This is an optimization exercise on Yosys and OpenROAD, whose aim is small area and a short achievable clock period, not a production implementation. Function was not checked in any run shown here: the RTL went through the layout flow alone. Power is estimated from default activity; no workload was simulated.

**flow/config.mk**
```make
export PLATFORM = sky130hd
export DESIGN_NAME = cordic_top
export DESIGN_NICKNAME = cordic_top
export VERILOG_FILES = /design/flow/design.v
export SDC_FILE = /design/flow/constraint.sdc
export NUM_CORES = 4
export LEC_CHECK = 0
export ABC_AREA = 1
export CAP_MARGIN = 20
export CORE_MARGIN = 2
export CORE_UTILIZATION = 45
export CTS_BUF_LIST = sky130_fd_sc_hd__clkbuf_8
export SETUP_SLACK_MARGIN = 1.4
export SLEW_MARGIN = 20
```
**flow/constraint.sdc**
```tcl
create_clock -name core_clock -period 3.3 [get_ports {clk}]
set_input_delay 0.6600 -clock core_clock [delete_from_list [all_inputs] [get_ports {clk}]]
set_output_delay 0.6600 -clock core_clock [all_outputs]
set_load 0.01 [all_outputs]
```
**flow/design.v**
```verilog
module CORDIC_pipelined (
    input clk,
    input logic signed[15:0] angle,
    output logic signed[15:0] sin, cos
);
logic [15:0] t_in;
assign t_in = angle - 16'd1;
logic [14:0] u0_q;
logic d0_q;
logic [14:0] u1;
logic [14:0] u1_q;
logic [1:0] i1_q;    
logic [15:0] v0;
assign v0 = {1'b0, u0_q} - 16'd12867;
logic [14:0] f1;
assign f1 = v0[14:0] ^ {15{v0[15]}};
assign u1 = f1;
logic [6:0] lpos;
logic [5:0] q0;
logic [5:0] tg;
cordic_htab htab_i (.d(u1_q[14:7]), .q({lpos, q0, tg}));
logic [5:0] q0_q;
logic [5:0] tg_q;
logic c_q;
logic [6:0] lo_q, lp_q;
assign c_q = lo_q >= lp_q;
logic [1:0] iq_q;
logic [5:0] late;
assign late = {(q0_q[5] ^ (c_q & tg_q[5])), (q0_q[4] ^ (c_q & tg_q[4])), (q0_q[3] ^ (c_q & tg_q[3])), (q0_q[2] ^ (c_q & tg_q[2])), (q0_q[1] ^ (c_q & tg_q[1])), (q0_q[0] ^ (c_q & tg_q[0]))};
logic [7:0] x0_q, x1_q, x2_q, x3_q;    
logic [31:0] rom_d;
logic [32:0] rc_q;
logic rn114, rn132, rn215, rn46, rn80, rn689, rn40, rn69, rn107, rn369, rn131, rn99, rn335, rn124, rn310, rn79, rn101, rn563, rn460, rn233, rn243, rn143, rn139, rn662, rn60, rn93, rn425, rn316, rn411, rn247, rn135, rn349, rn113, rn70, rn557, rn223, rn184, rn116, rn121, rn371, rn610, rn691, rn533, rn571, rn333, rn239, rn127, rn442, rn100, rn632, rn109, rn483, rn188, rn140, rn674, rn163, rn268, rn648, rn53, rn311, rn631, rn548, rn81, rn253, rn363, rn174, rn108, rn152, rn660, rn358, rn370, rn266, rn205, rn255, rn157, rn343, rn302, rn348, rn690, rn513, rn565, rn544, rn605, rn204, rn94, rn303, rn556, rn550, rn270, rn95, rn77, rn141, rn647, rn122, rn71, rn627, rn57, rn731, rn717, rn144, rn329, rn350, rn461, rn577, rn171, rn125, rn115, rn133, rn756, rn694, rn532, rn644, rn443, rn484, rn102, rn419, rn365, rn320, rn242, rn592, rn209, rn50, rn269, rn189, rn657, rn164, rn732, rn645, rn378, rn42, rn590, rn364, rn211, rn176, rn201, rn664, rn683, rn667, rn638, rn142, rn359, rn372, rn549, rn611, rn195, rn41, rn267, rn220, rn90, rn158, rn376, rn110, rn742, rn663, rn578, rn653, rn429, rn642, rn606, rn297, rn334, rn312, rn558, rn344, rn76, rn252, rn256, rn258, rn172, rn224, rn566, rn82, rn96, rn206, rn59, rn97, rn476, rn453, rn713, rn668, rn382, rn628, rn295, rn185, rn51, rn117, rn462, rn739, rn725, rn718, rn695, rn145, rn554, rn134, rn698, rn304, rn534, rn704, rn677, rn543, rn420, rn342, rn244, rn271, rn103, rn432, rn339, rn692, rn444, rn637, rn366, rn280, rn196, rn321, rn298, rn43, rn518, rn737, rn675, rn624, rn633, rn336, rn525, rn591, rn531, rn529, rn221, rn210, rn508, rn136, rn44, rn279, rn202, rn478, rn551, rn276, rn379, rn665, rn623, rn360, rn612, rn240, rn584, rn263, rn190, rn523, rn91, rn111, rn743, rn377, rn330, rn351, rn257, rn579, rn541, rn559, rn118, rn98, rn314, rn289, rn709, rn669, rn658, rn394, rn383, rn313, rn323, rn83, rn317, rn179, rn305, rn254, rn173, rn231, rn52, rn225, rn226, rn178, rn61, rn467, rn56, rn740, rn696, rn684, rn387, rn402, rn288, rn146, rn78, rn733, rn463, rn652, rn699, rn572, rn361, rn545, rn707, rn153, rn345, rn274, rn272, rn693, rn245, rn433, rn639, rn367, rn299, rn197, rn283, rn515, rn524, rn352, rn540, rn535, rn530, rn212, rn509, rn104, rn738, rn676, rn659, rn281, rn728, rn373, rn607, rn593, rn198, rn222, rn137, rn479, rn384, rn666, rn630, rn400, rn318, rn45, rn625, rn241, rn264, rn552, rn92, rn492, rn744, rn380, rn191, rn654, rn331, rn560, rn472, rn749, rn705, rn25, rn315, rn629, rn585, rn564, rn730, rn322, rn259, rn249, rn526, rn180, rn119, rn489, rn72, rn741, rn710, rn685, rn649, rn324, rn84, rn207, rn227, rn175, rn468, rn456, rn58, rn54, rn186, rn714, rn697, rn403, rn636, rn147, rn734, rn614, rn165, rn678, rn583, rn469, rn154, rn388, rn306, rn362, rn546, rn708, rn573, rn458, rn640, rn555, rn519, rn232, rn290, rn300, rn246, rn284, rn332, rn598, rn661, rn353, rn516, rn374, rn542, rn536, rn213, rn510, rn138, rn480, rn719, rn385, rn670, rn392, rn47, rn681, rn587, rn199, rn105, rn454, rn390, rn671, rn646, rn265, rn567, rn427, rn192, rn346, rn260, rn561, rn490, rn473, rn706, rn414, rn319, rn325, rn126, rn85, rn580, rn527, rn228, rn120, rn445, rn62, rn55, rn745, rn726, rn296, rn250, rn73, rn604, rn177, rn208, rn410, rn187, rn615, rn166, rn679, rn650, rn39, rn586, rn753, rn470, rn711, rn368, rn155, rn389, rn620, rn574, rn48, rn459, rn398, rn520, rn234, rn408, rn375, rn307, rn291, rn285, rn337, rn354, rn273, rn621, rn599, rn547, rn159, rn720, rn406, rn248, rn634, rn537, rn481, rn455, rn386, rn396, rn200, rn106, rn148, rn588, rn347, rn514, rn501, rn715, rn415, rn128, rn568, rn229, rn485, rn446, rn63, rn434, rn428, rn301, rn282, rn123, rn86, rn754, rn735, rn261, rn562, rn491, rn326, rn167, rn686, rn608, rn181, rn214, rn412, rn193, rn700, rn528, rn727, rn24, rn395, rn680, rn651, rn616, rn712, rn500, rn596, rn471, rn391, rn156, rn477, rn450, rn464, rn399, rn641, rn575, rn49, rn409, rn381, rn292, rn672, rn521, rn401, rn393, rn338, rn355, rn203, rn112, rn622, rn251, rn286, rn635, rn275, rn435, rn407, rn397, rn626, rn553, rn160, rn421, rn517, rn505, rn235, rn457, rn424, rn497, rn486, rn439, rn64, rn589, rn600, rn581, rn569, rn493, rn416, rn327, rn129, rn168, rn609, rn182, rn701, rn538, rn506, rn447, rn430, rn423, rn755, rn746, rn413, rn417, rn216, rn729, rn617, rn723, rn502, rn404, rn597, rn474, rn74, rn23, rn308, rn482, rn451, rn465, rn262, rn87, rn356, rn422, rn293, rn287, rn426, rn22, rn340, rn277, rn643, rn161, rn511, rn26, rn236, rn673, rn576, rn436, rn19, rn21, rn716, rn721, rn65, rn594, rn570, rn522, rn494, rn418, rn130, rn438, rn498, rn487, rn440, rn747, rn38, rn169, rn613, rn183, rn217, rn682, rn10, rn507, rn736, rn405, rn655, rn448, rn618, rn503, rn601, rn309, rn466, rn341, rn75, rn431, rn722, rn278, rn294, rn582, rn724, rn539, rn18, rn237, rn149, rn17, rn441, rn66, rn595, rn495, rn162, rn37, rn512, rn499, rn488, rn750, rn748, rn35, rn602, rn230, rn194, rn687, rn656, rn619, rn20, rn449, rn328, rn67, rn357, rn475, rn437, rn150, rn88, rn170, rn504, rn496, rn28, rn751, rn603, rn12, rn238, rn218, rn702, rn688, rn33, rn452, rn68, rn13, rn36, rn16, rn27, rn151, rn89, rn752, rn219, rn14, rn11, rn703, rn15, rn30, rn31, rn32, rn29, rn34;
assign rn132 = ~x3_q[2];
assign rn69 = ~(x3_q[2] | x3_q[1]);
assign rn131 = ~(x3_q[1] & x3_q[0]);
assign rn99 = ~(x3_q[1] | x3_q[0]);
assign rn124 = ~(x3_q[2] & x3_q[1]);
assign rn101 = x3_q[3] | ~x3_q[2];
assign rn460 = x3_q[2] | ~x3_q[1];
assign rn143 = x3_q[2] & ~x3_q[1];
assign rn139 = x3_q[0] & ~x3_q[2];
assign rn662 = x3_q[1] | ~x3_q[0];
assign rn60 = x3_q[0] & ~x3_q[1];
assign rn93 = x3_q[1] & ~x3_q[0];
assign rn425 = x3_q[0] | ~x3_q[2];
assign rn135 = x3_q[2] | x3_q[1];
assign rn70 = x3_q[0] | x3_q[3];
assign rn223 = x3_q[1] & x3_q[0];
assign rn116 = x3_q[0] & x3_q[3];
assign rn109 = x3_q[2] & ~rn131;
assign rn266 = x3_q[3] & ~rn460;
assign rn343 = x3_q[2] & ~rn662;
assign rn513 = rn132 & ~rn60;
assign rn303 = rn60 | rn93;
assign rn141 = rn132 & ~rn223;
assign rn647 = rn425 | x3_q[1];
assign rn644 = x3_q[3] ? rn132 : rn135;
assign rn114 = ~rc_q[4];
assign rn215 = ~rc_q[6];
assign rn46 = ~rc_q[5];
assign rn80 = ~rc_q[3];
assign rn689 = ~rc_q[0];
assign rn40 = ~rc_q[7];
assign rn107 = ~(rc_q[4] | rc_q[3]);
assign rn369 = ~(rc_q[2] | rc_q[3]);
assign rn335 = ~(rc_q[4] & rc_q[5]);
assign rn310 = ~(rc_q[0] | rc_q[3]);
assign rn79 = ~(rc_q[2] | rc_q[0]);
assign rn563 = rc_q[1] & ~rc_q[3];
assign rn233 = rc_q[4] & ~rc_q[5];
assign rn243 = rc_q[3] & ~rc_q[1];
assign rn316 = rc_q[4] | ~rc_q[3];
assign rn411 = rc_q[0] & ~rc_q[5];
assign rn247 = rc_q[4] | rc_q[5];
assign rn349 = rc_q[2] & rc_q[3];
assign rn113 = rc_q[2] & rc_q[0];
assign rn557 = ~rc_q[8];
assign rn184 = ~rn79;
assign rn121 = rc_q[1] | rc_q[3];
assign rn371 = ~rn563;
assign rn610 = ~rn243;
assign rn691 = ~rc_q[27];
assign rn533 = ~rn233;
assign rn571 = ~rc_q[22];
assign rn333 = rc_q[1] ? rc_q[2] : rc_q[0];
assign rn239 = ~rn349;
assign rn127 = ~rn247;
assign rn442 = ~(rn369 & rc_q[14]);
assign rn100 = ~(rc_q[8] & rc_q[4]);
assign rn632 = ~(rn107 & rc_q[13]);
assign rn483 = rn689 & ~rc_q[26];
assign rn188 = ~(rc_q[19] & rn80);
assign rn140 = ~(rc_q[27] & rn80);
assign rn674 = rn80 & ~rc_q[12];
assign rn163 = rc_q[3] & ~rc_q[8];
assign rn268 = ~(rc_q[13] & rn80);
assign rn648 = rc_q[9] & ~rc_q[8];
assign rn53 = rn114 & ~rn310;
assign rn311 = rc_q[4] & ~rn310;
assign rn631 = rc_q[12] | rn114;
assign rn548 = ~(rc_q[18] | rn247);
assign rn81 = rn79 | rn80;
assign rn253 = ~rn442;
assign rn363 = rn369 | rc_q[4];
assign rn174 = rn369 | rn114;
assign rn108 = rn107 | rc_q[5];
assign rn152 = ~(rc_q[27] | rn121);
assign rn660 = rc_q[12] | rn46;
assign rn358 = rn114 & ~rn563;
assign rn370 = rn369 | ~rn233;
assign rn205 = rc_q[22] | ~rc_q[13];
assign rn255 = rc_q[3] & ~rc_q[24];
assign rn157 = rc_q[24] & ~rc_q[23];
assign rn302 = rc_q[19] & ~rc_q[27];
assign rn348 = rn310 & ~rc_q[22];
assign rn690 = rc_q[18] & ~rn310;
assign rn565 = rn114 & ~rn243;
assign rn544 = rc_q[25] | rn114;
assign rn605 = rc_q[27] | rn80;
assign rn204 = rc_q[3] & ~rn113;
assign rn94 = rc_q[23] | rc_q[3];
assign rn556 = rc_q[16] & ~rn310;
assign rn550 = rn113 | ~rc_q[1];
assign rn270 = rn243 | rn114;
assign rn95 = rc_q[25] | rc_q[9];
assign rn77 = ~rn674;
assign rn122 = rn121 & ~rc_q[5];
assign rn71 = rc_q[12] & ~rc_q[32];
assign rn627 = rn349 & ~rc_q[8];
assign rn57 = rn80 & ~rc_q[16];
assign rn731 = rc_q[28] | ~rn233;
assign rn717 = rc_q[2] & ~rc_q[10];
assign rn144 = rc_q[22] & ~rc_q[28];
assign rn329 = rn349 | rc_q[4];
assign rn350 = rn243 | rn349;
assign rn461 = rn316 | rc_q[10];
assign rn577 = rn247 | rn80;
assign rn171 = rc_q[28] | rn114;
assign rn125 = rc_q[32] | rc_q[26];
assign rn115 = rn113 | rn114;
assign rn133 = rc_q[9] ? rc_q[0] : rc_q[14];
assign rn756 = rc_q[26] ? rc_q[0] : rn310;
assign rn694 = rc_q[28] & rc_q[26];
assign rn532 = rn333 & ~rn80;
assign rn443 = rn114 & ~rn442;
assign rn484 = ~(rn483 | rn316);
assign rn102 = rc_q[18] & ~rn100;
assign rn419 = rn127 & ~rn442;
assign rn365 = ~(rn268 & rn114);
assign rn320 = ~(rn205 & rn691);
assign rn242 = rc_q[16] & ~rn188;
assign rn592 = rn127 & ~rn140;
assign rn209 = rn674 & ~rn333;
assign rn50 = rn239 & ~rn163;
assign rn269 = rc_q[0] & ~rn268;
assign rn189 = rn188 | ~rc_q[26];
assign rn657 = rn571 & ~rn188;
assign rn164 = rn163 & ~rc_q[15];
assign rn732 = rn127 & ~rc_q[15];
assign rn645 = rc_q[18] & ~rn631;
assign rn378 = rn371 & ~rn631;
assign rn42 = rc_q[15] | rc_q[3];
assign rn590 = rn81 & ~rn533;
assign rn364 = rn363 & ~rc_q[5];
assign rn211 = ~(rn95 & rc_q[3]);
assign rn176 = rc_q[14] & ~rn81;
assign rn201 = rc_q[15] | rc_q[4];
assign rn664 = ~(rn157 & rn204);
assign rn683 = rn121 & ~rn174;
assign rn667 = rn268 | rc_q[10];
assign rn638 = ~(rn363 | rn627);
assign rn142 = ~(rn140 & rc_q[11]);
assign rn359 = rn358 & ~rc_q[9];
assign rn372 = rn371 & ~rn370;
assign rn549 = rn548 | rc_q[6];
assign rn611 = rn610 & ~rn370;
assign rn195 = rc_q[9] & ~rn157;
assign rn41 = rn205 & ~rc_q[32];
assign rn267 = rc_q[21] & ~rc_q[0];
assign rn220 = rn163 & ~rn205;
assign rn90 = rc_q[3] & ~rn205;
assign rn158 = rn80 & ~rn157;
assign rn376 = rn46 & ~rc_q[21];
assign rn110 = rn108 | rc_q[15];
assign rn742 = rn302 & ~rc_q[3];
assign rn663 = rn46 & ~rn157;
assign rn578 = ~(rn550 | rn577);
assign rn653 = ~(rn577 | rc_q[15]);
assign rn429 = ~(rn577 | rc_q[13]);
assign rn642 = ~(rn329 & rc_q[5]);
assign rn606 = rn544 | ~rn605;
assign rn297 = rn114 & ~rn204;
assign rn334 = rn94 & ~rn333;
assign rn312 = rc_q[29] | rn483;
assign rn558 = rn557 & ~rn556;
assign rn344 = rc_q[29] | rn114;
assign rn76 = rc_q[2] & ~rc_q[31];
assign rn252 = rc_q[21] | rc_q[4];
assign rn256 = rn255 | rn114;
assign rn258 = rn690 | rn205;
assign rn172 = rc_q[30] | rc_q[29];
assign rn224 = rn205 | rc_q[10];
assign rn566 = rn565 | rc_q[5];
assign rn82 = rn648 | ~rc_q[20];
assign rn96 = rn95 & ~rn94;
assign rn206 = rn204 & ~rn205;
assign rn59 = rn690 | rn483;
assign rn97 = rc_q[4] & ~rn627;
assign rn476 = rc_q[13] & ~rn94;
assign rn453 = rn348 | rc_q[4];
assign rn713 = rn557 & ~rn605;
assign rn668 = rc_q[21] | rn114;
assign rn382 = rc_q[3] & ~rc_q[11];
assign rn628 = rn114 & ~rn627;
assign rn295 = rn80 & ~rc_q[11];
assign rn185 = rn184 & ~rn94;
assign rn51 = rc_q[15] | rc_q[11];
assign rn117 = rn71 | rc_q[28];
assign rn462 = rc_q[13] & ~rn461;
assign rn739 = rn605 | rc_q[23];
assign rn725 = rc_q[31] | rc_q[3];
assign rn718 = rn717 | rn363;
assign rn695 = rn694 | ~rn53;
assign rn145 = rn144 | rn114;
assign rn554 = rn255 | rn329;
assign rn134 = rn133 | rn80;
assign rn698 = rn411 & rn329;
assign rn304 = rn80 ? rc_q[31] : rn302;
assign rn534 = rn532 | rn533;
assign rn704 = rn80 ? rc_q[11] : rn157;
assign rn677 = rc_q[3] ? rn95 : rn550;
assign rn543 = rc_q[17] & ~rc_q[21];
assign rn420 = ~(rn419 & rc_q[7]);
assign rn342 = ~(rn50 & rn188);
assign rn244 = ~(rn242 | rn243);
assign rn271 = ~(rn270 | rn269);
assign rn103 = rc_q[5] & ~rn102;
assign rn432 = rn102 & ~rn46;
assign rn339 = rn215 & ~rn419;
assign rn692 = ~(rn320 & rc_q[4]);
assign rn444 = rn443 | rc_q[5];
assign rn637 = ~(rn42 & rc_q[4]);
assign rn366 = rn365 | rn40;
assign rn280 = rc_q[3] & ~rn320;
assign rn196 = ~(rn195 | rc_q[25]);
assign rn321 = rn107 & ~rn320;
assign rn298 = ~(rn195 | rn188);
assign rn43 = ~(rn41 | rn42);
assign rn518 = rc_q[4] & ~rn657;
assign rn737 = rc_q[4] & ~rn50;
assign rn675 = rn610 & ~rn209;
assign rn624 = rc_q[5] & ~rn645;
assign rn633 = rn632 & ~rn378;
assign rn336 = ~(rn334 | rn335);
assign rn525 = rn242 | rc_q[4];
assign rn591 = rn590 & ~rn209;
assign rn531 = ~(rn82 & rn80);
assign rn529 = rc_q[16] & ~rn211;
assign rn221 = ~(rn220 | rn96);
assign rn210 = rn209 | rn114;
assign rn508 = rn50 & ~rn201;
assign rn136 = rc_q[16] & ~rn42;
assign rn44 = rn201 & ~rn107;
assign rn279 = ~(rn269 | rn256);
assign rn202 = rn201 & ~rn108;
assign rn478 = rn42 | rc_q[8];
assign rn551 = rn364 & rn550;
assign rn276 = rc_q[6] & ~rn653;
assign rn379 = rn378 | rc_q[7];
assign rn665 = rn664 & rn358;
assign rn623 = rn359 | rn215;
assign rn360 = rn359 | rn46;
assign rn612 = rn611 | rc_q[7];
assign rn240 = rn195 | rc_q[25];
assign rn584 = rn41 | rn114;
assign rn263 = rn220 | rc_q[4];
assign rn190 = rn90 | rn114;
assign rn523 = rn220 | rn114;
assign rn91 = rn90 | rc_q[4];
assign rn111 = rn110 | rn102;
assign rn743 = rn742 | rn694;
assign rn377 = rn365 | rn376;
assign rn330 = rn329 & ~rn297;
assign rn351 = rn350 & ~rn312;
assign rn257 = rn184 & ~rn256;
assign rn579 = rn578 | rn215;
assign rn541 = rc_q[32] & ~rn224;
assign rn559 = rn211 & ~rn558;
assign rn118 = rn82 & ~rn80;
assign rn98 = rn96 | ~rn97;
assign rn314 = rn172 & ~rn80;
assign rn289 = rn258 & ~rn114;
assign rn709 = rn97 & ~rn302;
assign rn669 = rn667 & ~rn668;
assign rn658 = rn657 | ~rn97;
assign rn394 = rc_q[5] & ~rn628;
assign rn383 = rn127 & ~rn382;
assign rn313 = rn311 & ~rn312;
assign rn323 = rn125 & ~rn256;
assign rn83 = rn82 & ~rn81;
assign rn317 = rn312 | rn316;
assign rn179 = rn312 | rc_q[4];
assign rn305 = rn76 | rn195;
assign rn254 = rn252 | rn253;
assign rn173 = rn171 | rn172;
assign rn231 = rn312 | rn77;
assign rn52 = rn50 | ~rn51;
assign rn225 = rn224 & rn107;
assign rn226 = rn51 & ~rn316;
assign rn178 = rn172 | rc_q[3];
assign rn61 = rn59 | rc_q[25];
assign rn467 = rn97 & rn121;
assign rn56 = rn713 | rn114;
assign rn740 = rn739 & ~rn657;
assign rn696 = rn258 & ~rn695;
assign rn684 = rc_q[3] & ~rn51;
assign rn387 = rn382 | rc_q[5];
assign rn402 = rn46 & ~rn51;
assign rn288 = rn71 | rn252;
assign rn146 = rn142 & ~rn145;
assign rn78 = rn76 | rn77;
assign rn733 = rn732 & ~rn725;
assign rn463 = rn462 | rc_q[5];
assign rn652 = rn533 | rn51;
assign rn699 = rn698 | rn429;
assign rn572 = rn571 & ~rn304;
assign rn361 = rc_q[4] & ~rn543;
assign rn545 = rn543 & ~rn544;
assign rn707 = rc_q[3] ? rn689 : rn172;
assign rn153 = ~(rn280 | rn255);
assign rn345 = rn342 & ~rn344;
assign rn274 = rn233 & ~rn244;
assign rn272 = rn271 & ~rn267;
assign rn693 = rn59 & ~rn692;
assign rn245 = rn244 & ~rc_q[10];
assign rn433 = rn432 | rc_q[6];
assign rn639 = rn637 & ~rn638;
assign rn367 = rn364 & ~rn366;
assign rn299 = rn125 & ~rn298;
assign rn197 = rc_q[3] & ~rn196;
assign rn283 = rn196 | rc_q[3];
assign rn515 = ~(rn263 | rn483);
assign rn524 = ~(rn523 | rn298);
assign rn352 = ~(rn351 | rn348);
assign rn540 = rn525 & ~rn358;
assign rn535 = rn531 & ~rn534;
assign rn530 = rn127 & ~rn529;
assign rn212 = rn211 & ~rn210;
assign rn509 = rn508 & ~rn444;
assign rn104 = ~(rn103 & rn98);
assign rn738 = rn737 | rc_q[5];
assign rn676 = rn675 | rc_q[4];
assign rn659 = ~(rn658 & rn252);
assign rn281 = rn279 & ~rn280;
assign rn728 = rn518 & ~rn529;
assign rn373 = rn633 | rn46;
assign rn607 = rn478 & ~rn606;
assign rn593 = rn592 | rn591;
assign rn198 = ~(rn231 & rc_q[4]);
assign rn222 = rn221 | rn114;
assign rn137 = rn136 | rc_q[4];
assign rn479 = rn267 | rn44;
assign rn384 = rc_q[21] & ~rn379;
assign rn666 = rc_q[5] & ~rn665;
assign rn630 = ~(rn247 & rn387);
assign rn400 = rn624 & rc_q[17];
assign rn318 = ~(rn317 & rn46);
assign rn45 = rn43 | rn44;
assign rn625 = rn624 & ~rn623;
assign rn241 = rn239 & ~rn240;
assign rn264 = rn189 & ~rn263;
assign rn552 = rn551 | rn549;
assign rn92 = rn91 | ~rn59;
assign rn492 = rn111 & ~rn370;
assign rn744 = rn743 & ~rn335;
assign rn380 = rn377 & ~rn379;
assign rn191 = rn189 & ~rn190;
assign rn654 = ~(rn276 & rn652);
assign rn331 = rc_q[5] & ~rn330;
assign rn560 = rc_q[4] & ~rn559;
assign rn472 = rn233 & ~rn118;
assign rn749 = rn518 & ~rn314;
assign rn705 = rn289 & ~rn704;
assign rn25 = rn383 & ~rc_q[6];
assign rn315 = rn313 & ~rn314;
assign rn629 = rc_q[6] & ~rn394;
assign rn585 = rn584 | rn558;
assign rn564 = rn190 | rn563;
assign rn730 = rn240 | rc_q[3];
assign rn322 = rn317 & ~rn321;
assign rn259 = rn257 & rn258;
assign rn249 = rn46 & ~rn173;
assign rn526 = rn52 & ~rn525;
assign rn180 = rn178 & ~rn179;
assign rn119 = rn117 | rn118;
assign rn489 = rn61 & ~rn91;
assign rn72 = rn118 | rn114;
assign rn741 = rn114 & ~rn740;
assign rn710 = rn709 | rn46;
assign rn685 = rn683 & ~rn684;
assign rn649 = rn118 | rn363;
assign rn324 = rn323 | rn46;
assign rn84 = rn78 & ~rn83;
assign rn207 = rn461 & rn179;
assign rn227 = rn225 | rn226;
assign rn175 = rn173 & rn174;
assign rn468 = rn467 | rn46;
assign rn456 = rn226 | rn46;
assign rn58 = rn56 | rn57;
assign rn54 = rn52 & rn53;
assign rn186 = rn226 | rn201;
assign rn714 = rn56 | rn80;
assign rn697 = rn696 | rn46;
assign rn403 = rn402 | rc_q[6];
assign rn636 = rn253 | rn387;
assign rn147 = rn146 | rn46;
assign rn734 = rn733 | rc_q[6];
assign rn614 = rc_q[4] ? rn304 : rn351;
assign rn165 = rn361 | ~rn637;
assign rn678 = rn544 & ~rn361;
assign rn583 = ~(rn153 & rn42);
assign rn469 = rn80 ? rn550 : rn305;
assign rn154 = ~(rn153 | rn113);
assign rn388 = rn387 ? rn127 : rc_q[4];
assign rn306 = rn305 ^ rn80;
assign rn362 = rn360 | rn361;
assign rn546 = rn545 | rn46;
assign rn708 = rn707 | rc_q[4];
assign rn573 = rn153 & ~rn572;
assign rn458 = rn153 & ~rn756;
assign rn640 = rc_q[5] & ~rn639;
assign rn555 = rn299 & ~rn554;
assign rn519 = rn518 & ~rn197;
assign rn232 = rn231 & ~rn197;
assign rn290 = rn289 & ~rn197;
assign rn300 = rn299 & rn297;
assign rn246 = ~(rn245 | rn241);
assign rn284 = rn283 & ~rn270;
assign rn332 = ~(rn331 & rn283);
assign rn598 = rn233 & ~rn352;
assign rn661 = rn659 & ~rn660;
assign rn353 = rn352 & ~rn107;
assign rn516 = rn515 | rn46;
assign rn374 = rn373 & ~rn372;
assign rn542 = rn541 | rn540;
assign rn536 = rn535 | rn215;
assign rn213 = rn212 | rn46;
assign rn510 = rn509 | rc_q[6];
assign rn138 = rn134 & ~rn137;
assign rn480 = rn478 & ~rn479;
assign rn719 = rn664 & ~rn198;
assign rn385 = rn384 & ~rn247;
assign rn670 = rn666 & ~rn669;
assign rn392 = rc_q[3] & ~rn373;
assign rn47 = rn46 & ~rn45;
assign rn681 = rn90 & rn676;
assign rn587 = rn241 & ~rn525;
assign rn199 = rn197 | rn198;
assign rn105 = rn92 & ~rn104;
assign rn454 = ~(rn58 | rn41);
assign rn390 = rn630 | rn394;
assign rn671 = rn666 | rn329;
assign rn646 = rn400 | rc_q[6];
assign rn265 = rn264 | rn46;
assign rn567 = rn564 & ~rn566;
assign rn427 = rn730 & ~rn731;
assign rn192 = rn191 | rn46;
assign rn346 = rn322 & ~rn345;
assign rn260 = rn254 & ~rn259;
assign rn561 = rn560 | rn46;
assign rn490 = rn98 & ~rn489;
assign rn473 = rn472 | rc_q[6];
assign rn706 = rn705 | rc_q[5];
assign rn414 = rn46 & ~rn685;
assign rn319 = rn318 | rn315;
assign rn325 = rn322 & ~rn324;
assign rn126 = rn125 & ~rn119;
assign rn85 = rc_q[4] & ~rn84;
assign rn580 = rn579 | rn249;
assign rn527 = rn526 | rn46;
assign rn228 = rn222 & ~rn227;
assign rn120 = rn119 | rn115;
assign rn445 = rn72 | rn57;
assign rn62 = rn61 & ~rn58;
assign rn55 = rc_q[5] & ~rn54;
assign rn745 = rn744 | rn741;
assign rn726 = rn725 & ~rn186;
assign rn296 = rn72 | rn295;
assign rn250 = rn249 | rc_q[6];
assign rn73 = rn71 | rn72;
assign rn604 = ~(rn583 & rn114);
assign rn177 = rn176 | rn175;
assign rn208 = rn206 | rn207;
assign rn410 = rn697 | rn693;
assign rn187 = rn185 | rn186;
assign rn615 = rn46 & ~rn614;
assign rn166 = rn165 & ~rn164;
assign rn679 = rn677 & ~rn678;
assign rn650 = rn165 & ~rn349;
assign rn39 = rn629 ^ rc_q[7];
assign rn586 = rn583 & ~rn585;
assign rn753 = rn114 & ~rn469;
assign rn470 = rn469 & ~rn257;
assign rn711 = rn708 & ~rn710;
assign rn368 = rn362 & ~rn367;
assign rn155 = rn154 | rn114;
assign rn389 = rn388 | rc_q[6];
assign rn620 = rn362 | rn215;
assign rn574 = rn127 & ~rn573;
assign rn48 = rn233 & ~rn458;
assign rn459 = rn458 | rn114;
assign rn398 = rn636 & ~rn640;
assign rn520 = rn364 & ~rn519;
assign rn234 = rn233 & ~rn232;
assign rn408 = ~(rn670 | rn663);
assign rn375 = ~(rn374 & rc_q[7]);
assign rn307 = rc_q[4] ? rn304 : rn306;
assign rn291 = rn288 & ~rn290;
assign rn285 = rn202 & ~rn284;
assign rn337 = rn332 & ~rn336;
assign rn354 = rn46 & ~rn353;
assign rn273 = ~(rn272 | rn265);
assign rn621 = rn374 & ~rn549;
assign rn599 = rn598 | rn40;
assign rn547 = rn542 & ~rn546;
assign rn159 = rn138 & ~rn158;
assign rn720 = rn718 & ~rn719;
assign rn406 = rn661 | rn630;
assign rn248 = rn246 | rn247;
assign rn634 = rn215 & ~rn392;
assign rn537 = rn536 | rn530;
assign rn481 = rn480 | rn46;
assign rn455 = rn453 & ~rn454;
assign rn386 = rn385 | rn215;
assign rn396 = rn642 | rn392;
assign rn200 = rn199 | ~rn140;
assign rn106 = rc_q[6] & ~rn105;
assign rn148 = rn147 | rn138;
assign rn588 = rn587 | rn46;
assign rn347 = rc_q[5] & ~rn346;
assign rn514 = rn199 | rc_q[30];
assign rn501 = rn105 | rc_q[6];
assign rn715 = rn706 & ~rn714;
assign rn415 = rn414 & ~rn384;
assign rn128 = rn127 & ~rn126;
assign rn568 = rn567 | rn215;
assign rn229 = rc_q[5] & ~rn228;
assign rn485 = rn120 & ~rn484;
assign rn446 = rn445 & ~rn444;
assign rn63 = rn62 | ~rn55;
assign rn434 = rn738 & ~rn745;
assign rn428 = rn427 | rn215;
assign rn301 = rn296 & ~rn300;
assign rn282 = rn281 | rn265;
assign rn123 = rn120 | ~rn122;
assign rn86 = rn55 & ~rn85;
assign rn754 = rn445 & ~rc_q[5];
assign rn735 = rn734 | rn427;
assign rn261 = rn260 | rn46;
assign rn562 = rn561 | rn555;
assign rn491 = rn490 | rn46;
assign rn326 = rn325 | rn215;
assign rn167 = ~(rn166 | rn108);
assign rn686 = rn414 | rc_q[6];
assign rn608 = rn604 & ~rn607;
assign rn181 = rn177 & ~rn180;
assign rn214 = rn208 & ~rn213;
assign rn412 = rn410 & ~rn411;
assign rn193 = rn187 & ~rn192;
assign rn700 = rn410 & ~rn699;
assign rn528 = rn527 | rn524;
assign rn727 = rn726 | rn46;
assign rn24 = rn215 ? rn383 : rn385;
assign rn395 = ~(rn389 | rn394);
assign rn680 = rn676 & ~rn679;
assign rn651 = rn649 & ~rn650;
assign rn616 = rn615 | rn40;
assign rn712 = rn706 & ~rn711;
assign rn500 = rn444 | rn166;
assign rn596 = rn207 | rn753;
assign rn471 = rn470 | rn468;
assign rn391 = rn390 & ~rn389;
assign rn156 = rn155 | rn152;
assign rn477 = rn155 | rn476;
assign rn450 = rn48 | ~rn276;
assign rn464 = rn459 & ~rn463;
assign rn399 = rn215 & ~rn398;
assign rn641 = rn247 & ~rn398;
assign rn575 = rn574 | rc_q[6];
assign rn49 = rn47 | rn48;
assign rn409 = rn215 & ~rn408;
assign rn381 = rn375 & ~rn380;
assign rn292 = rc_q[5] & ~rn291;
assign rn672 = rn671 & ~rn408;
assign rn521 = rn520 | rc_q[6];
assign rn401 = ~(rn386 | rn400);
assign rn393 = ~(rn386 | rn392);
assign rn338 = rn307 | rc_q[5];
assign rn355 = rc_q[6] & ~rn354;
assign rn203 = ~(rn202 & rn200);
assign rn112 = ~(rn111 & rn106);
assign rn622 = rn620 & ~rn621;
assign rn251 = rn248 & ~rn250;
assign rn286 = rn285 | rn215;
assign rn635 = rn390 & ~rn634;
assign rn275 = rn274 | rn273;
assign rn435 = ~(rn433 | rn434);
assign rn407 = rn406 & ~rn386;
assign rn397 = rn396 & ~rn386;
assign rn626 = rn625 | rn621;
assign rn553 = rn552 | rn547;
assign rn160 = rn159 | rn46;
assign rn421 = rn720 | rn46;
assign rn517 = rn514 & ~rn516;
assign rn505 = ~(rn181 | rn108);
assign rn235 = ~(rn234 | rn214);
assign rn457 = rn456 | rn455;
assign rn424 = ~(rn749 | rn727);
assign rn497 = rn122 & ~rn485;
assign rn486 = rn376 & ~rn485;
assign rn439 = rn339 & ~rn434;
assign rn64 = rn63 & ~rc_q[6];
assign rn589 = rn588 | rn586;
assign rn600 = rn599 | rn347;
assign rn581 = rn261 & ~rn580;
assign rn569 = rn562 & ~rn568;
assign rn493 = rn491 & ~rn492;
assign rn416 = rn415 | rn215;
assign rn327 = rn319 & ~rn326;
assign rn129 = rn128 | rc_q[6];
assign rn168 = rn106 & ~rn167;
assign rn609 = rc_q[5] & ~rn608;
assign rn182 = rn46 & ~rn181;
assign rn701 = rc_q[6] & ~rn700;
assign rn538 = rn528 & ~rn537;
assign rn506 = rn229 | rn215;
assign rn447 = rn446 | rc_q[6];
assign rn430 = rn428 | rn429;
assign rn423 = ~(rn715 | rn712);
assign rn755 = rn754 | rn215;
assign rn746 = rn434 | rn215;
assign rn413 = rn412 | rc_q[6];
assign rn417 = rc_q[5] & ~rn680;
assign rn216 = rn214 | rn215;
assign rn729 = rn728 | rn727;
assign rn617 = rn337 & ~rn616;
assign rn723 = rn339 & ~rn712;
assign rn502 = rn500 & ~rn501;
assign rn404 = rn651 | rn46;
assign rn597 = rn46 & ~rn596;
assign rn474 = rn471 & ~rn473;
assign rn74 = rn467 | ~rn596;
assign rn23 = rn391 | ~rn386;
assign rn308 = rc_q[5] ? rn301 : rn307;
assign rn482 = rn477 & ~rn481;
assign rn451 = rn63 & ~rn450;
assign rn465 = rn464 | rn215;
assign rn262 = ~(rn261 & rn251);
assign rn87 = rn86 | rn49;
assign rn356 = rn355 & ~rn347;
assign rn422 = ~(rn420 & rn421);
assign rn293 = rn251 & ~rn292;
assign rn287 = rn282 & ~rn286;
assign rn426 = ~(rn424 & rc_q[19]);
assign rn22 = rn395 | rn393;
assign rn340 = rn338 & rn339;
assign rn277 = rn276 & ~rn275;
assign rn643 = rc_q[6] ? rn641 : rn396;
assign rn161 = rn156 & ~rn160;
assign rn511 = rn235 & ~rn510;
assign rn26 = rn215 ? rn368 : rn381;
assign rn236 = rn235 & ~rn215;
assign rn673 = rn215 ? rn406 : rn672;
assign rn576 = rn575 | rn275;
assign rn436 = rn435 | rc_q[7];
assign rn19 = rn409 | rn407;
assign rn21 = rn399 | rn397;
assign rn716 = ~(rn423 & rn339);
assign rn721 = rn421 | rn215;
assign rn65 = rn64 & ~rn49;
assign rn594 = rn589 & ~rn593;
assign rn570 = rn553 & ~rn569;
assign rn522 = rn521 | rn517;
assign rn494 = rn215 & ~rn493;
assign rn418 = ~(rn416 | rn417);
assign rn130 = rn129 | ~rn123;
assign rn438 = rn428 | rn424;
assign rn498 = rn497 | rn215;
assign rn487 = rn486 | rn215;
assign rn440 = rn439 | rn40;
assign rn747 = rn746 & ~rc_q[7];
assign rn38 = rn635 ^ rc_q[7];
assign rn169 = rn168 | rn40;
assign rn613 = rn612 | rn609;
assign rn183 = rn182 | rc_q[6];
assign rn217 = rn203 & ~rn216;
assign rn682 = rn417 & ~rn681;
assign rn10 = rc_q[7] ? rn622 : rn626;
assign rn507 = rn506 | rn505;
assign rn736 = rn729 & ~rn735;
assign rn405 = rn404 & ~rn403;
assign rn655 = rn404 & ~rn654;
assign rn448 = rn74 & ~rn46;
assign rn618 = rn617 | rn215;
assign rn503 = rn502 | rn40;
assign rn601 = rn600 | rn597;
assign rn309 = rn308 | rc_q[6];
assign rn466 = rn457 & ~rn465;
assign rn341 = ~(rn340 & rn337);
assign rn75 = rc_q[5] ? rn74 : rn73;
assign rn431 = rn426 & ~rn430;
assign rn722 = ~(rn721 & rn716);
assign rn278 = rn262 & ~rn277;
assign rn294 = rn293 | rn287;
assign rn582 = rn576 & ~rn581;
assign rn724 = rn721 & ~rn723;
assign rn539 = rn522 & ~rn538;
assign rn18 = rn413 & ~rn418;
assign rn237 = rn236 | rn40;
assign rn149 = rn148 & ~rn130;
assign rn17 = rn386 ? rn422 : rn423;
assign rn441 = rn438 & ~rn440;
assign rn66 = rn65 | rn40;
assign rn595 = rn594 | rc_q[7];
assign rn495 = rn494 | rc_q[7];
assign rn162 = rn161 | rn130;
assign rn37 = rn643 ^ rn40;
assign rn512 = rn507 & ~rn511;
assign rn499 = rn498 | rn161;
assign rn488 = rn487 | rn482;
assign rn750 = rn736 & ~rn424;
assign rn748 = rn747 & ~rn736;
assign rn35 = rn673 ^ rn40;
assign rn602 = ~(rn601 & rn215);
assign rn230 = rn229 | rn183;
assign rn194 = rn193 | rn183;
assign rn687 = rn686 | rn682;
assign rn656 = rn646 & ~rn655;
assign rn619 = rn613 & ~rn618;
assign rn20 = rn405 | rn401;
assign rn449 = rn447 | rn448;
assign rn328 = rn309 & ~rn327;
assign rn67 = rn755 | rn448;
assign rn357 = rn341 & ~rn356;
assign rn475 = rn474 | rn466;
assign rn437 = rn436 | rn431;
assign rn150 = rn112 & ~rn149;
assign rn88 = rc_q[6] ? rn75 : rn87;
assign rn170 = rn162 & ~rn169;
assign rn504 = rn499 & ~rn503;
assign rn496 = rn488 & ~rn495;
assign rn28 = rc_q[7] ? rn278 : rn294;
assign rn751 = rn746 & ~rn750;
assign rn603 = rn595 & ~rn602;
assign rn12 = rn40 ? rn570 : rn582;
assign rn238 = rn230 & ~rn237;
assign rn218 = rn194 & ~rn217;
assign rn702 = rn687 & ~rn701;
assign rn688 = rn417 & ~rn687;
assign rn33 = rc_q[7] ? rn722 : rn724;
assign rn452 = rn449 & ~rn451;
assign rn68 = rn67 & ~rn66;
assign rn13 = rc_q[7] ? rn512 : rn539;
assign rn36 = rn656 ^ rc_q[7];
assign rn16 = rn437 & ~rn441;
assign rn27 = rn40 ? rn328 : rn357;
assign rn151 = rn40 & ~rn150;
assign rn89 = rn40 & ~rn88;
assign rn752 = rc_q[7] & ~rn751;
assign rn219 = rn40 & ~rn218;
assign rn14 = rn504 | rn496;
assign rn11 = rn619 | rn603;
assign rn703 = rn702 ^ rn40;
assign rn15 = rc_q[7] ? rn452 : rn475;
assign rn30 = rn170 | rn151;
assign rn31 = rn89 | rn68;
assign rn32 = rn752 | rn748;
assign rn29 = rn238 | rn219;
assign rn34 = rn703 | rn688;
assign rom_d = {rn40, rn40, rn39, rn38, rn37, rn36, rn35, rn34, rn33, rn32, rn31, rn30, rn29, rn28, rn27, rn26, rn25, rn24, rn23, rn22, rn21, rn20, rn19, rn18, rn17, rn16, rn15, rn14, rn13, rn12, rn11, rn10};
always_ff @(posedge clk) begin
    u0_q <= t_in[14:0] ^ {15{t_in[15]}};
    d0_q <= ~t_in[15];
    u1_q <= u1;
    i1_q <= {d0_q, v0[15]};
    q0_q <= q0;
    tg_q <= tg;
    lo_q <= u1_q[6:0];
    lp_q <= lpos;
    iq_q <= i1_q;
    x0_q <= {iq_q, late};
    x1_q <= x0_q;
    x2_q <= x1_q;
    x3_q <= x2_q;
    rc_q[0] <= x3_q[0];
    rc_q[1] <= x3_q[1];
    rc_q[2] <= x3_q[2];
    rc_q[3] <= x3_q[3];
    rc_q[4] <= x3_q[4];
    rc_q[5] <= x3_q[5];
    rc_q[6] <= x3_q[6];
    rc_q[7] <= x3_q[7];
    rc_q[8] <= rn99;
    rc_q[9] <= rn132;
    rc_q[10] <= rn223;
    rc_q[11] <= rn141;
    rc_q[12] <= rn69;
    rc_q[13] <= rn460;
    rc_q[14] <= rn131;
    rc_q[15] <= rn109;
    rc_q[16] <= rn135;
    rc_q[17] <= rn644;
    rc_q[18] <= rn101;
    rc_q[19] <= rn425;
    rc_q[20] <= rn647;
    rc_q[21] <= rn266;
    rc_q[22] <= rn143;
    rc_q[23] <= rn93;
    rc_q[24] <= rn662;
    rc_q[25] <= rn60;
    rc_q[26] <= rn124;
    rc_q[27] <= rn139;
    rc_q[28] <= rn116;
    rc_q[29] <= rn343;
    rc_q[30] <= rn513;
    rc_q[31] <= rn303;
    rc_q[32] <= rn70;
    {sin, cos} <= rom_d;
end
endmodule
module cordic_htab(d, q);
  input [7:0] d;
  wire [7:0] d;
  output [18:0] q;
  wire [18:0] q;
  wire _0_;
  wire _10_;
  wire _11_;
  wire _12_;
  wire _13_;
  wire _14_;
  wire _15_;
  wire _16_;
  wire _17_;
  wire _18_;
  wire _19_;
  wire _1_;
  wire _20_;
  wire _21_;
  wire _22_;
  wire _23_;
  wire _24_;
  wire _25_;
  wire _26_;
  wire _27_;
  wire _28_;
  wire _29_;
  wire _2_;
  wire _30_;
  wire _31_;
  wire _32_;
  wire _33_;
  wire _34_;
  wire _35_;
  wire _36_;
  wire _37_;
  wire _38_;
  wire _39_;
  wire _3_;
  wire _40_;
  wire _41_;
  wire _42_;
  wire _43_;
  wire _44_;
  wire _45_;
  wire _46_;
  wire _47_;
  wire _48_;
  wire _49_;
  wire _4_;
  wire _50_;
  wire _51_;
  wire _52_;
  wire _53_;
  wire _54_;
  wire _55_;
  wire _56_;
  wire _57_;
  wire _58_;
  wire _59_;
  wire _5_;
  wire _60_;
  wire _61_;
  wire _62_;
  wire _63_;
  wire _64_;
  wire _65_;
  wire _66_;
  wire _67_;
  wire _68_;
  wire _69_;
  wire _6_;
  wire _70_;
  wire _71_;
  wire _72_;
  wire _73_;
  wire _74_;
  wire _75_;
  wire _7_;
  wire _8_;
  wire _9_;
  assign _24_ = ~(d[0] | d[5]);
  assign _23_ = _24_ | d[6];
  assign _22_ = _25_ & ~(_23_);
  assign _21_ = _27_ & ~(_22_);
  assign _20_ = ~(_21_ | _40_);
  assign q[17] = _20_ & ~(_29_);
  assign _19_ = _42_ | _26_;
  assign _18_ = _19_ & _32_;
  assign q[0] = _18_ | _38_;
  assign _17_ = ~d[1];
  assign _16_ = _21_ ^ _17_;
  assign q[1] = q[0] & ~(_16_);
  assign _15_ = _37_ | _43_;
  assign _14_ = _15_ | ~(q[1]);
  assign q[4] = ~(_14_ | _47_);
  assign q[5] = q[4] & ~(_26_);
  assign _13_ = q[0] & ~(_21_);
  assign q[18] = _13_ & ~(q[5]);
  assign _12_ = _30_ | ~(_25_);
  assign q[16] = q[18] & ~(_12_);
  assign _11_ = _41_ | _48_;
  assign _10_ = _17_ & ~(_11_);
  assign _9_ = q[0] & ~(_10_);
  assign _8_ = ~_47_;
  assign _7_ = _21_ & ~(_8_);
  assign _6_ = _7_ | _40_;
  assign _5_ = _6_ | ~(_9_);
  assign _4_ = _5_ & ~(_29_);
  assign q[15] = _4_ | q[4];
  assign _3_ = _40_ | ~(d[4]);
  assign _2_ = d[6] & ~(_19_);
  assign _1_ = _2_ | d[7];
  assign _0_ = d[6] & d[1];
  assign _75_ = _45_ & ~(_0_);
  assign _74_ = _75_ | _1_;
  assign _73_ = _74_ | ~(_14_);
  assign _72_ = _8_ & ~(_73_);
  assign _71_ = ~(d[5] | d[7]);
  assign _70_ = ~_71_;
  assign _69_ = _72_ ? _26_ : _70_;
  assign _68_ = _69_ | d[6];
  assign _67_ = _68_ & ~(_37_);
  assign _66_ = ~d[3];
  assign _65_ = _40_ ^ _66_;
  assign _64_ = _65_ ^ _67_;
  assign q[13] = _9_ & ~(_64_);
  assign _63_ = _17_ & ~(q[13]);
  assign _62_ = d[3] & ~(_63_);
  assign _61_ = _62_ | _3_;
  assign _60_ = d[3] & ~(_40_);
  assign _59_ = d[4] ? _40_ : _60_;
  assign _58_ = _59_ & q[13];
  assign _57_ = _58_ | _29_;
  assign q[14] = _61_ & ~(_57_);
  assign _56_ = _42_ | d[5];
  assign _55_ = _56_ & ~(_15_);
  assign q[12] = q[1] & ~(_55_);
  assign q[11] = _25_ & ~(_39_);
  assign q[10] = ~_69_;
  assign _54_ = _73_ | _66_;
  assign _53_ = d[4] | d[7];
  assign _52_ = _54_ & ~(_53_);
  assign q[9] = _52_ | _72_;
  assign _51_ = ~(d[3] | d[7]);
  assign q[8] = _73_ ? _51_ : d[3];
  assign _50_ = _15_ & ~(q[11]);
  assign _49_ = ~(_50_ | _74_);
  assign q[7] = q[1] ? _15_ : _49_;
  assign q[6] = _16_ & ~(_1_);
  assign q[3] = d[3] & ~(_14_);
  assign q[2] = ~_14_;
  assign _48_ = ~(d[0] ^ d[5]);
  assign _47_ = ~(d[3] & d[4]);
  assign _46_ = d[2] & ~(_47_);
  assign _45_ = ~d[2];
  assign _44_ = _47_ | _45_;
  assign _43_ = ~(d[2] | d[1]);
  assign _42_ = _43_ | _47_;
  assign _41_ = d[5] ? _44_ : _42_;
  assign _40_ = _48_ ? _46_ : _41_;
  assign _39_ = d[6] | d[7];
  assign _38_ = ~(_39_ | _40_);
  assign _37_ = d[2] & d[1];
  assign _36_ = d[4] | ~(d[5]);
  assign _35_ = _36_ | d[3];
  assign _34_ = _35_ | _37_;
  assign _33_ = d[0] | ~(d[6]);
  assign _32_ = ~(_33_ | d[7]);
  assign _31_ = ~(_32_ & _42_);
  assign _30_ = _34_ & ~(_31_);
  assign _29_ = ~(_30_ | _38_);
  assign _28_ = _44_ & ~(d[6]);
  assign _27_ = _28_ | d[0];
  assign _26_ = ~d[5];
  assign _25_ = _44_ | _26_;
endmodule
module cordic_top (
    input  logic clk,
    input  logic signed[15:0] angle,
    output logic signed[15:0] sin, cos
);
    CORDIC_pipelined dut_basic(
        .clk(clk),
        .angle(angle),
        .sin(sin),
        .cos(cos)
    );
endmodule
```
**flow/flow/run.sh**
```bash
#!/bin/bash
# The standard layout (standard.sh: the standard flow's synthesis and ORFS flow, unchanged), except:
# - the port buffers ORFS puts on every input and output are plain buffers
#   (sky130_fd_sc_hd__buf_1) instead of the delay buffer buffer_ports picks by default;
# - clock tree synthesis gets ORFS's usual arguments plus -dont_use_dummy_load, so it
#   adds no load-only inverters to the clock tree.
set -euo pipefail
export BUFFER_PORTS_ARGS="-buffer_cell sky130_fd_sc_hd__buf_1"
export CTS_ARGS="-sink_clustering_enable -repair_clock_nets -buf_list sky130_fd_sc_hd__clkbuf_8 -dont_use_dummy_load"
bash standard.sh > standard.log 2>&1
```
**flow/standard.sh**
```bash
#!/bin/bash
# synth_recipe.tcl (not shown) runs the flow's synth.tcl, then flattens the netlist and writes it again
# the make line also repeats each setting of config.mk as NAME=value (left out here)
make -C /OpenROAD-flow-scripts/flow DESIGN_CONFIG=/design/flow/config.mk WORK_HOME=/design/flow/orfs CLKGATE_MAP_FILE= SYNTH_SCRIPT=/design/flow/synth_recipe.tcl "${@:-finish}"
```
==> results.txt, run 1 <==
Logic synthesis
The count of flip-flops with a built-in enable after synthesis is 0. The share of flip-flops with an asynchronous set or reset is 0. The synthesized-area fraction occupied by adder cells is 0.0282. The flip-flop and latch count after synthesis is 157. Of the post-synthesis cell area, the dominant cell type holds 0.417.

nand2_1 is the most common cell in the netlist. After synthesis the cells add up to 7530 um^2. The most common flop cell mapped by yosys is dfxtp_1.

Ranked by total cell area, the synthesized netlist is headed by dfxtp_1, nand2_1, inv_1, o21ai_0, nor2_1. The main combinational cell family by area after synthesis is simple AND/OR/NAND/NOR gates. The simple-gate share of the synthesized area is 0.221.

The synthesized instance count is 1014. The number of distinct library cells after synthesis is 50. The portion of netlist area occupied by mux cells is 0. The total number of yosys warnings is 1. The area fraction in compound gates after synthesis is 0.171. Counting every net in the synthesized netlist gives 1048. dfxtp_1 takes more of the synthesized area than any other cell. Of the synthesized area, sequential elements account for 0.417.

The post-synthesis average cell area is 7.43 um^2. Counting instances in the post-synthesis netlist gives the leading cell types as nand2_1, dfxtp_1, inv_1. Of the total synthesized cell area, the portion taken by XOR and XNOR cells is 0.0772.

STA
The total negative slack for setup checks is 0 ns. Measured against its own limit, the worst slew margin works out to 0.673. The final cycle utilization of the critical path is 0.593.

The hold violation total from the final report was 0. For this run, the top clock speed supported by timing is 0.511 GHz. The post-route worst hold slack is 0.315 ns. The count of pins over their slew limit came to 0. After layout, the minimum clock period comes to 1.96 ns. Setup violations remaining at the end of the flow were counted as 0. For the pin with the worst max-slew slack, the measured transition is 0.487 ns. Setup repair after global routing could not meet its margin everywhere.

After layout, the worst setup slack is 1.34 ns. For the final database, setup skew stands at 0.0346 ns.

Placed design
The port buffer count is 48. Prior to clock tree synthesis, the placed netlist has a worst setup slack of 0.808 ns. The number of placed instances, taps included, is 1265.

Summing all placed instances gives a cell area of 7990 um^2. The detailed placer's ending HPWL is 20.2 mm. The congestion estimate from routability-driven global placement came to 1.11.

Global route
The first-pass GRT wire length is 41.5 mm. The global routing usage summed across all routing layers is 0.313. The overall overflow remaining after global route is 0. The maximum number of pins on one net before global-route repair is 37.

The initial antenna violation count is 0. The via count of the first global-routing pass is 7334.

Final layout
Once layout is complete, the cells apart from fillers number 1334. The count of inserted antenna diode cells is 0. At the end of the flow, the number of nets in the layout was 1150.

The relative area change from synthesis to final layout is 25.0%. The finished cells cover 9420 um^2. In the final layout, the share of cells above drive strength 1 is 0.232.

Critical path
The worst setup path is launched from a flip-flop. The category of the most critical setup path is flip-flop to flip-flop. STA puts the critical path data arrival time at 2.27 ns. The peak fanout along the critical path is 5.

The setup slack of the most critical reg-to-reg path is 1.34 ns. The nature of the critical path endpoint is a flip-flop. At the worst endpoint, the required time is 3.62 ns.

Die
The floorplan step defined a core boundary enclosing 16500 um^2. 49 I/O pins were placed. The initial utilization of the core area, before any placement, comes to 0.458. The floorplan step defined a die boundary enclosing 17800 um^2. The floorplan has 47 rows. The die height is 133 um. The die extent in x is 133 um.

Status
The flow ran to the end and the layout has no timing, DRC or antenna violations.

Power
The peak supply drop is 0.000436 V. For this design the ratio of total power to cell area is 1130 nW/um^2. The analysis attributes to cell leakage a power of 4.14 nW.

CTS
The clock passes through at most 2 buffers. Counting the buffers created by CTS gives 17. The clock insertion delay at the later pin of the skew report is 0.47 ns. The number of sinks handled by clock tree synthesis is 157. The clock-pin slew of the registers on the worst-case setup and hold paths is 0.07 ns.

The clock root buffer is clkbuf_8. TritonCTS built the clock tree. The total number of H-tree levels is 4. In this run, post-CTS hold repair placed 0 buffers.

Route
The routed design has 28.0 mm of wire. After the first detailed-routing iteration, the DRC count stood at 690. The antenna violation net count after detailed routing is 0. The average detailed-routed wire length per instance is 21.0 um. In the routed design, unresolved DRC markers number 0. The first TritonRoute pass finished after 6 iterations. The via count is 7701. The vias per cell is 5.77.

Min path
The class of the tightest hold or removal check is flip-flop to flip-flop.

Job
Across the run, the number of max-cap violations was 0.
[worst paths after layout]
kind | startpoint | endpoint | cells past startpoint
worst max register to register | dut_basic.rc_q[8] | dut_basic.sin[5] | 9
worst max-delay path | dut_basic.rc_q[8] | dut_basic.sin[5] | 9
worst min register to register | dut_basic.x3_q[7] | dut_basic.rc_q[7] | 0
worst min-delay path | dut_basic.x3_q[7] | dut_basic.rc_q[7] | 0
[metal layers]
layer	routed length [um]	up-vias	global-route usage
li1	-	3502	-
met3	2630	143	0.0772
met2	13500	538	0.532
met5	0	-	0
met1	9790	3518	0.346
met4	2080	0	0.216
[registers in the layout, summed over array words and instances (netlist names)]
signal	count
dut_basic.tg_q	6
dut_basic.x0_q	8
dut_basic.x2_q	8
dut_basic.d0_q	1
dut_basic.x1_q	8
dut_basic.iq_q	2
dut_basic.lo_q	7
dut_basic.rc_q	33
dut_basic.cos	16
dut_basic.u0_q	15
dut_basic.q0_q	6
dut_basic.i1_q	2
dut_basic.sin	15
dut_basic.lp_q	7
dut_basic.x3_q	8
dut_basic.u1_q	15
[cells by family (layout without fill, tap and decap cells)]
kind of cell             count (synthesis)  in the layout
flip-flops                             157            157
AO/OA/AOI/OAI                          215            215
XOR/XNOR                                60             60
buffers and inverters                  164            264
adder cells (fa/ha/maj)                 17             17
AND/OR/NAND/NOR                        401            401
[critical path, cell delays in order (launching register included)]
cell	delay, ns
dfxtp_2	0.43
inv_1	0.13
nand2_1	0.19
nand2_1	0.16
inv_1	0.12
nor2_2	0.06
o21ai_2	0.21
o22ai_2	0.14
o311ai_1	0.27
o21ai_0	0.12
[cell usage in the layout, fill, tap and decap left out, drive strengths merged, types with 2 or more instances in the layout]
master | synthesis | final
a211oi | 3 | 3
a21boi | 3 | 3
a21oi | 42 | 42
a22oi | 2 | 2
a311oi | 2 | 2
a31oi | 8 | 8
a32o | 2 | 2
buf | 10 | 116
clkbuf | 25 | 18
clkinvlp | 0 | 2
dfxtp | 157 | 157
ha | 17 | 17
inv | 128 | 126
nand2 | 208 | 208
nand3 | 44 | 44
nand4 | 4 | 4
nor2 | 120 | 120
nor3 | 17 | 17
nor4 | 3 | 3
o211ai | 18 | 18
o21a | 2 | 2
o21ai | 90 | 90
o21bai | 4 | 4
o221ai | 2 | 2
o22ai | 16 | 16
o311ai | 7 | 7
o31ai | 6 | 6
o32ai | 2 | 2
or2 | 3 | 3
xnor2 | 23 | 23
xor2 | 37 | 37
[repair_timing]
action	CTS	global route
endpoints found under the setup margin	61	62
gates cloned	1	1
gates resized for setup	103	151
setup buffers	22	28
pin swaps	13	36
[cell type report]
| type | instances | area, um^2 |
|---|---|---|
| Clock buffer | 17 | 234 |
| Fill cell | 1582 | 7050 |
| Inverter | 129 | 494 |
| Multi-Input combinational cell | 693 | 4350 |
| Sequential cell | 157 | 3190 |
| Tap cell | 220 | 275 |
| Timing Repair Buffer | 118 | 871 |
[stage by stage]
stage | total power, mW | util
finish | 10.6 | 0.572
global route | 11.1 | 0.572
CTS | 9.53 | 0.529
detailed placement | 7.90 | 0.485
global placement | 8.08 | 0.485
floorplan | 6.06 | -
[power breakdown]
group          total, mW  internal (mW)  leakage, nW  switching (mW)
Clock               1.06          0.454        0.122           0.608
Combinational       6.28           2.17         2.70            4.11
Sequential          3.25           2.66         1.32           0.592
Total               10.6           5.29         4.14            5.31
==> inputs of run 2 (changes only) <==
==> flow/run.sh (new file) <==
#!/bin/bash
# synth_recipe.tcl (not shown) runs the flow's synth.tcl, then flattens the netlist and writes it again
# the make line also repeats each setting of config.mk as NAME=value (left out here)
make -C /OpenROAD-flow-scripts/flow DESIGN_CONFIG=/design/flow/config.mk WORK_HOME=/design/flow/orfs CLKGATE_MAP_FILE= SYNTH_SCRIPT=/design/flow/synth_recipe.tcl finish
--- a/flow/config.mk
+++ b/flow/config.mk
@@ -10,5 +10,5 @@
 export CORE_MARGIN = 2
 export CORE_UTILIZATION = 45
 export CTS_BUF_LIST = sky130_fd_sc_hd__clkbuf_8
-export SETUP_SLACK_MARGIN = 1.4
+export SETUP_SLACK_MARGIN = 1.3
 export SLEW_MARGIN = 20
removed: flow/flow/run.sh
removed: flow/standard.sh
==> results.txt, run 2 <==
STA
The worst pin sits at a relative slew slack of 0.624. In the final timing run, aggregate negative setup slack is 0 ns. The worst-case setup margin in the final layout is 1.25 ns.

For the pin with the worst max-slew slack, the measured transition is 0.557 ns. Across the routed clock network, the largest skew measured is 0.0172 ns. Setup violations remaining at the end of the flow were counted as 0. The count of pins over their slew limit was 0.

The hold violation total from the final report is 0. Of the available clock period, the critical path in the final layout requires 0.621. Setup repair after global routing could not meet its margin everywhere. The clock period minus final worst setup slack is 2.05 ns. The top achievable clock speed is 0.488 GHz.

Final layout
At the end of the flow, the number of nets in the layout was 1149. Counting the fill cells in the layout gives 1515. The flip-flop count of the largest register after layout is 33. The final cell utilization of the core is 0.586. The share of final-layout standard cells stronger than drive strength 1 is 0.193. Leaving out fill and tap cells, the most frequent cells in the layout are nand2_1, dfxtp_1, inv_1, nor2_1, o21ai_0. More flip-flops sit in one register than any other, and that register is dut_basic.rc_q. Compared with the post-synthesis result, the final layout area differs by 28.0%. The library cell used most frequently in the layout, excluding fill and tap cells, is nand2_1. The finished layout holds 1348 standard cells, fillers aside.

The count of inserted antenna diode cells is 0.

Critical path
The critical path goes through inv_2 > nor2_4 > clkinvlp_4 > buf_4 > nor2_1 > a22o_1 > nand2_1 > a32o_1. The category of the most critical setup path is flip-flop to flip-flop. The number of buffers and inverters on the critical path is 3. The endpoint required time on the critical path is 3.65 ns. The startpoint identified for the worst register-to-register timing path is dut_basic.rc_q[4]. The arrival time of the worst setup path is 2.39 ns. The peak fanout along the critical path is 3. For flop-to-flop paths, the worst setup slack is 1.25 ns. Among all stages on the critical path, the largest delay is contributed by dfxtp_2. STA classifies the critical path startpoint as a flip-flop. Among cell families on the critical path, the largest total delay comes from simple AND/OR/NAND/NOR gates. The delay of the slowest cell on the worst path is 0.38 ns. The nature of the critical path endpoint is a flip-flop. The critical path starts at dut_basic.rc_q[4].

Route
The total wirelength of the detailed-routed design is 27.9 mm. The met2 layer wire length in the routed design is 13.0 mm. The sum of met3 wire segment lengths after detailed routing is 2.36 mm. The detailed router put a total of 10.1 mm of wire on met1. In the routed layout, each cell is associated on average with a via count of 5.62. The uppermost layer routed is met4.

The average detailed-routed wire length per instance is 20.7 um. The number of optimization iterations in the first detailed-route pass is 7. The via count is 7580. The count of routing violations after the opening detailed-route iteration is 697. The antenna violation net count after detailed routing is 0. In the routed design, unresolved DRC markers number 0.

CTS
The clock-pin slew of the registers on the worst-case setup and hold paths is 0.11 ns. The clock reaches the later pin of the worst-skew pair after 0.46 ns. The buffer levels on the longest clock path is 2. The number of CTS-inserted buffers is 17. The H-tree was split into 4 levels.

The clock tree from TritonCTS is yes. In this run the clock root is driven by a clkbuf_8. CTS saw 157 sinks. The count of hold buffers inserted by post-cts repair is 0.

Logic synthesis
The share of flip-flops with an asynchronous set or reset is 0. The most used flip-flop cell after synthesis is dfxtp_1. The count of flip-flops with a built-in enable after synthesis is 0. The share of synthesized area in the top cell type comes to 0.417. Of the total synthesized cell area, the portion taken by XOR and XNOR cells is 0.0772.

Counting every instance in the synthesized netlist gives 1014. The simple-gate share of the synthesized area is 0.221. Ranked by total cell area, the synthesized netlist is headed by dfxtp_1, nand2_1, inv_1, o21ai_0, nor2_1. Of the total synthesized cell area, the portion taken by full adders, half adders and majority gates is 0.0282. Dividing the synthesized area by the synthesized cell count gives 7.43 um^2. The total nets after synthesis is 1048.

The total number of yosys warnings is 1. Of the synthesized area, sequential elements account for 0.417. The netlist uses 50 different library cells. The commonest cells after synthesis are nand2_1, dfxtp_1, inv_1. The flip-flop and latch count after synthesis is 157.

In this run the cell area of the synthesized design comes to 7530 um^2. The most frequently used cell type in the post-synthesis netlist is nand2_1. The portion of netlist area occupied by mux cells is 0.

By area, the combinational part of the netlist is dominated by simple AND/OR/NAND/NOR gates. The area fraction in compound gates after synthesis was 0.171. The cell taking the most area after synthesis is dfxtp_1.

Global route
The overall overflow remaining after global route is 0. The initial antenna violation count is 0. The first global-routing pass estimated 42.1 mm of wire. Across every metal layer, demand over resource in global routing totals 0.315. The via count of the first global-routing pass was 7386. Entering global routing, the biggest net connects 37 pins.

Placed design
The number of placed instances, taps included is 1269. The count of buffers added on input and output ports is 48. The detailed placer's ending HPWL is 20.0 mm.

The worst-case setup slack after placement is 0.404 ns. At the end of routability-driven placement, the weighted congestion stood at 1.08.

Die
The total number of placement rows is 47. The initial standard-cell utilization of the core is 0.458. The count of boundary I/O pins is 49. The die height is 133 um. The floorplan step set the die width to 133 um. The floorplan step defined a die boundary enclosing 17800 um^2.

The core area is 16500 um^2.

Job
Max-cap violations in this run came to 0.

Power
The peak supply drop is 0.000470 V. Of the total power, combinational logic draws 0.563. The power spent charging and discharging nets is 5.28 mW. In this run the power density over the cells is 1110 nW/um^2. The static power due to leakage is 4.50 nW. The sequential group share of total power is 0.296. Overall power consumption after layout is estimated at 10.7 mW. The clock network fraction of total power is 0.141. The switching fraction of total power is 0.494. The design internal power is 5.42 mW.

Min path
In this run the worst hold path is classified as flip-flop to flip-flop. The hold path startpoint is dut_basic.x0_q[4].

Status
The flow ran to the end and the layout has no timing, DRC or antenna violations.
-- run 2: cell counts after synthesis --
No cell type changed its count.
-- run 2: layout make-up --
type | count | area [um^2] | area share
inverter | 129 | 497 | 0.0515
clock buffer | 17 | 234 | 0.0243
tap | 220 | 275 | 0.0285
timing repair inverter | 1 | 7.51 | 0.000778
clock inverter | 15 | 188 | 0.0195
sequential | 157 | 3170 | 0.329
timing repair buffer | 116 | 1180 | 0.122
multi-input combinational | 693 | 4090 | 0.424
-- run 2: kinds of logic after synthesis --
family	count (synthesis)
simple gates	401
xor+xnor	60
compound gates	215
buf+inv	164
fa+ha+maj	17
flops	157
-- run 2: per-layer routing --
layer  track usage  up-vias
li1              -     3518
met1         0.361     3444
met2         0.513      470
met3        0.0628      148
met4         0.250        0
met5             0        -
-- run 2: power groups by stage --
stage	Combinational (mW)	Sequential, mW	Clock, mW
after detailed placement	4.99	3.14	0
after global routing	6.46	3.21	1.61
after global placement	5.11	3.14	0
after CTS	5.37	3.13	1.53
final	6.03	3.17	1.51
after floorplan	3.03	3.03	0
-- run 2: worst reg2reg max path, cell delays in order, from the launching register on --
cell	delay [ns]
dfxtp_2	0.38
inv_2	0.09
nor2_4	0.26
clkinvlp_4	0.17
buf_4	0.18
nor2_1	0.31
a22o_1	0.22
nand2_1	0.05
a32o_1	0.28
-- run 2: timing repair --
action                                 in CTS  in global routing
resized for setup                         109                102
gates cloned                                3                  0
pin swaps                                  20                 26
buffers inserted                           23                 21
setup endpoints to repair                  61                 76
endpoints found under the hold margin       0                  0
-- run 2: worst paths after layout --
kind	endpoint	cells after the start
hold / removal	dut_basic.x1_q[4]	0
hold reg to reg	dut_basic.x1_q[4]	0
setup reg to reg	dut_basic.cos[4]	8
setup / recovery	dut_basic.cos[4]	8
-- run 2: through the flow --
stage                     area [um^2]  hold WS (ns)
after floorplan                  7550         0.310
after global placement           8310         0.310
after detailed placement         8310         0.312
after CTS                        9210         0.323
after global routing             9650         0.331
final                            9650         0.326

[separate check: timing with driven ports]
Ports are ideal in the flow. The routed layouts listed here were re-timed in OpenROAD. Step 1 sets driving cells, clkbuf_16 on the clock port and buf_2 on the other inputs (assumed; they add their load-dependent delay and slew). Step 2 adds t to the input delays and takes it off the output delays; t is the mean of the earliest and latest rising clock arrival at the registers after step 1. Input paths then give back, and output paths get back, about the clock's delay inside the block. Slacks: ideal / step 1 / step 2; pairs: ideal / step 1.
run	shift t [ns]	setup slack, ns	hold slack, ns	worst setup path at the end	worst data-port slew with drivers (ns)
run 1	0.490	1.344 / 1.344 / 0.887	0.315 / 0.315 / 0.315	input to register	0.05
run 2	0.492	1.252 / 1.252 / 0.877	0.326 / 0.326 / 0.326	input to register	0.05
After both steps setup and hold are still met in every run listed. For run 1, which loses most, drivers alone change the setup slack by 0.000 ns; drivers and shift together by -0.457 ns.
